This design comes from an exercise in tuning for small area, a short achievable clock period and few clock cycles per item on the open sky130 flow, not from production work.
Where RTL was checked, it was by simulation tests only, not by an equivalence proof against the original.
Power figures rest on the tool's default switching activity, not on a simulated workload.

Design fft, start of the top module:
module fft
(
input clk,
input nrst,
input data_ok,
input [63:0] serialin,
output wire in_ready,
output wire [31:0] serialout_RE,
output wire [31:0] serialout_IM,
output reg [9:0] out_cnt,
output reg out_avail,
output wire ram00en,ram01en,ram02en,ram03en,ram10en,ram11en,ram12en,ram13en,
output wire ram00we,ram01we,ram02we,ram03we,ram10we,ram11we,ram12we,ram13we,
output wire [7:0]addr00,addr01,addr02,addr03,addr10,addr11,addr12,addr13,
output wire [63:0]ram00_wdata,ram01_wdata,ram02_wdata,ram03_wdata,ram10_wdata,ram11_wdata,ram12_wdata,ram13_wdata,
input [63:0]ram00_rdata,ram01_rdata,ram02_rdata,ram03_rdata,ram10_rdata,ram11_rdata,ram12_rdata,ram13_rdata
);
Size: roughly 19,000 cells after synthesis, ~1,800 flip-flops, ~160,000 sq um of cells after synthesis.
==> flow/config.mk <==
export PLATFORM = sky130hd
export DESIGN_NAME = fft
export DESIGN_NICKNAME = fft
export VERILOG_FILES = /design/flow/design.v
export SDC_FILE = /design/flow/constraint.sdc
export NUM_CORES = 8
export LEC_CHECK = 0
export CAP_MARGIN = 35
export CORE_MARGIN = 2
export CORE_UTILIZATION = 40
export SLEW_MARGIN = 35
export SYNTH_MEMORY_MAX_BITS = 65536
==> flow/constraint.sdc <==
create_clock -name core_clock -period 12.0 [get_ports {clk}]
set_input_delay 2.4000 -clock core_clock [delete_from_list [all_inputs] [get_ports {clk}]]
set_output_delay 2.4000 -clock core_clock [all_outputs]
set_load 0.01 [all_outputs]
standard.sh (not shown) runs the stock make flow with config.mk's settings and CLKGATE_MAP_FILE= SYNTH_SCRIPT=/design/flow/synth_recipe.tcl, a recipe that flattens the netlist after the stock synthesis.
==> flow/flow/run.sh <==
#!/bin/bash
set -euo pipefail
MARGIN=${FLOW_SETUP_MARGIN:-8.0}
bash standard.sh SETUP_SLACK_MARGIN=$MARGIN "BUFFER_PORTS_ARGS=-buffer_cell sky130_fd_sc_hd__buf_1" finish > make_finish.log 2>&1
The starting point went through all stages and came out clean.
Then changed:
--- a/flow/design.v
+++ b/flow/design.v
@@ -1983,26 +1983,28 @@
     default: ;
   endcase
   if (s4last) begin ost_n = O_PEND; ogap_n = 3'd5; end
 end
 wire       p1v_n = issc | (take ? s0_t : s0_nt);
 wire [2:0] iss_s = issc ? cs : 3'd0;
 wire [7:0] iss_b = issc ? cb : in_cnt_n[7:0];
 wire       iss_q = issc ? Qc : Qi;
 wire [1:0] iss_r = issc ? cb[7:6] : 2'd0;
 wire [1:0] p2r   = (p2s == 3'd0) ? 2'd0 : p2b[7:6];
 wire [1:0] p4r   = (p4s == 3'd0) ? 2'd0 : p4b[7:6];
-reg [1:0] w5;
-always @(*) case (p6s)
-  3'd0: w5 = p6b[7:6]; 3'd1: w5 = p6b[5:4]; 3'd2: w5 = p6b[3:2]; 3'd3: w5 = p6b[1:0]; default: w5 = 2'd0;
-endcase
+function [1:0] wrot(input [2:0] s, input [7:0] b);
+  case (s) 3'd0: wrot = b[7:6]; 3'd1: wrot = b[5:4]; 3'd2: wrot = b[3:2]; 3'd3: wrot = b[1:0]; default: wrot = 2'd0; endcase
+endfunction
+wire [1:0] w5 = wrot(p6s, p6b);
+reg [3:0] wsel;
+always @(posedge clk) wsel <= 4'b0001 << wrot(p5s, p5b);
 function [7:0] waddr(input [2:0] s, input [7:0] b, input [1:0] j);
   case (s)
     3'd0: waddr = {j, b[5:0]};
     3'd1: waddr = {j, b[7:6], b[3:0]};
     3'd2: waddr = {j, b[7:4], b[1:0]};
     3'd3: waddr = {j, b[7:2]};
     default: waddr = b;
   endcase
 endfunction
 reg [7:0] men_n, mwe_n;
 reg [7:0] maddr_n [0:7];
@@ -2095,42 +2097,51 @@
 wire [9:0] x1 = {2'd0, idx1}, x2 = {1'b0, idx1, 1'b0}, x3 = x1 + x2;
 wire [10:0] tq1, tq2, tq3;
 tw_idx i1(.e(x1), .q(tq1));
 tw_idx i2(.e(x2), .q(tq2));
 tw_idx i3(.e(x3), .q(tq3));
 reg [10:0] e1, e2, e3;
 always @(posedge clk) begin e1 <= tq1; e2 <= tq2; e3 <= tq3; end
 wire [29:0] tw1, tw2, tw3;
 tw_gen g1(.q(e1), .tw(tw1));
 tw_gen g2(.q(e2), .tw(tw2));
 tw_gen g3(.q(e3), .tw(tw3));
+wire [1:0] p1r = (p1s == 3'd0) ? 2'd0 : p1b[7:6];
+wire [1:0] p3r = (p3s == 3'd0) ? 2'd0 : p3b[7:6];
+reg [3:0] ysel, y0sel; reg ys0;
+always @(posedge clk) begin
+  ysel <= 4'b0001 << p1r; ys0 <= (p1s == 3'd0); y0sel <= 4'b0001 << p3r;
+end
+function [63:0] pick1(input [3:0] s, input [63:0] a0, a1, a2, a3);
+  pick1 = ({64{s[0]}} & a0) | ({64{s[1]}} & a1) | ({64{s[2]}} & a2) | ({64{s[3]}} & a3);
+endfunction
 always @(posedge clk) begin
-  Y1 <= pick(p2r + 2'd1, rdp0, rdp1, rdp2, rdp3);
-  Y2 <= pick(p2r + 2'd2, rdp0, rdp1, rdp2, rdp3);
-  Y3 <= (p2s == 3'd0) ? in_reg : pick(p2r + 2'd3, rdp0, rdp1, rdp2, rdp3);
-  Y0 <= pick(p4r, rdp0, rdp1, rdp2, rdp3);
+  Y1 <= pick1(ysel, rdp1, rdp2, rdp3, rdp0);
+  Y2 <= pick1(ysel, rdp2, rdp3, rdp0, rdp1);
+  Y3 <= ys0 ? in_reg : pick1(ysel, rdp3, rdp0, rdp1, rdp2);
+  Y0 <= pick1(y0sel, rdp0, rdp1, rdp2, rdp3);
   TW1 <= tw1; TW2 <= tw2; TW3 <= tw3;
 end
 cmul c1(.clk(clk), .y(Y1), .tw(TW1), .o(O1));
 cmul c2(.clk(clk), .y(Y2), .tw(TW2), .o(O2));
 cmul c3(.clk(clk), .y(Y3), .tw(TW3), .o(O3));
 wire [63:0] Z0, Z1, Z2, Z3;
 bfly bf(.clk(clk), .y0(Y0), .o1(O1), .o2(O2), .o3(O3), .z0(Z0), .z1(Z1), .z2(Z2), .z3(Z3));
 wire tk0 = take && in_cnt[9:8] == 2'd0;
 wire tk1 = take && in_cnt[9:8] == 2'd1;
 wire tk2 = take && in_cnt[9:8] == 2'd2;
 always @(posedge clk) begin
-  X0 <= tk0 ? serialin : pick(2'd0 - w5, Z0, Z1, Z2, Z3);
-  X1 <= tk1 ? serialin : pick(2'd1 - w5, Z0, Z1, Z2, Z3);
-  X2 <= tk2 ? serialin : pick(2'd2 - w5, Z0, Z1, Z2, Z3);
-  X3 <= pick(2'd3 - w5, Z0, Z1, Z2, Z3);
+  X0 <= tk0 ? serialin : pick1(wsel, Z0, Z3, Z2, Z1);
+  X1 <= tk1 ? serialin : pick1(wsel, Z1, Z0, Z3, Z2);
+  X2 <= tk2 ? serialin : pick1(wsel, Z2, Z1, Z0, Z3);
+  X3 <= pick1(wsel, Z3, Z2, Z1, Z0);
   if (o2v) begin
     serialout <= pick(o2k[9:8], rdp0, rdp1, rdp2, rdp3);
     out_cnt <= o2k + 10'd1;
   end else begin
     serialout <= Z0;
     out_cnt <= {2'd0, p6b} + 10'd1;
   end
 end
 assign {ram13en,ram12en,ram11en,ram10en,ram03en,ram02en,ram01en,ram00en} = men;
 assign {ram13we,ram12we,ram11we,ram10we,ram03we,ram02we,ram01we,ram00we} = mwe;
 assign addr00 = maddr[0]; assign addr01 = maddr[1]; assign addr02 = maddr[2]; assign addr03 = maddr[3];
Outcome:
- The changed run went through all stages and came out clean
- die area is lower slightly
- synthesized cell count goes down slightly
- combinational power came out lower by a few percent
- critical path depth does not change
- clock skew stays flat
- cell area shrinks by a few percent
- worst hold slack gets better by 0.0068 ns
- clock power barely changes
Testbench counts after the change, summed over its fixed seeds: cycles 67,312, items 32.
For the first run of this note, only the layout was checked, not whether the RTL still works.

[re-timing with driven ports]
No port has a modelled driver above. Below, the same layouts with a new extraction and two added sets of constraints.
Step 1, drivers: a clkbuf_16 drives clk and a buf_2 each remaining input, both assumed.
Step 2 times the ports against the registers' clock, not the clock port: input delays grow and output delays shrink by t, the midpoint of the rising clock arrivals with the driver on.
Slacks: no drivers / after step 1 / after step 2; pairs: no drivers / after step 1.
| run | shift t [ns] | setup slack, ns | latest minus earliest clock arrival (ns) |
|---|---|---|---|
| the first run | 1.126 | 7.834 / 7.710 / 7.143 | 0.106 / 0.106 |
| the second run | 1.088 | 7.878 / 7.752 / 7.167 | 0.112 / 0.111 |
After both steps setup and hold are still met in every run listed. The setup slack of the second run, which loses most, moves by -0.126 ns with the drivers and by -0.711 ns with both steps.
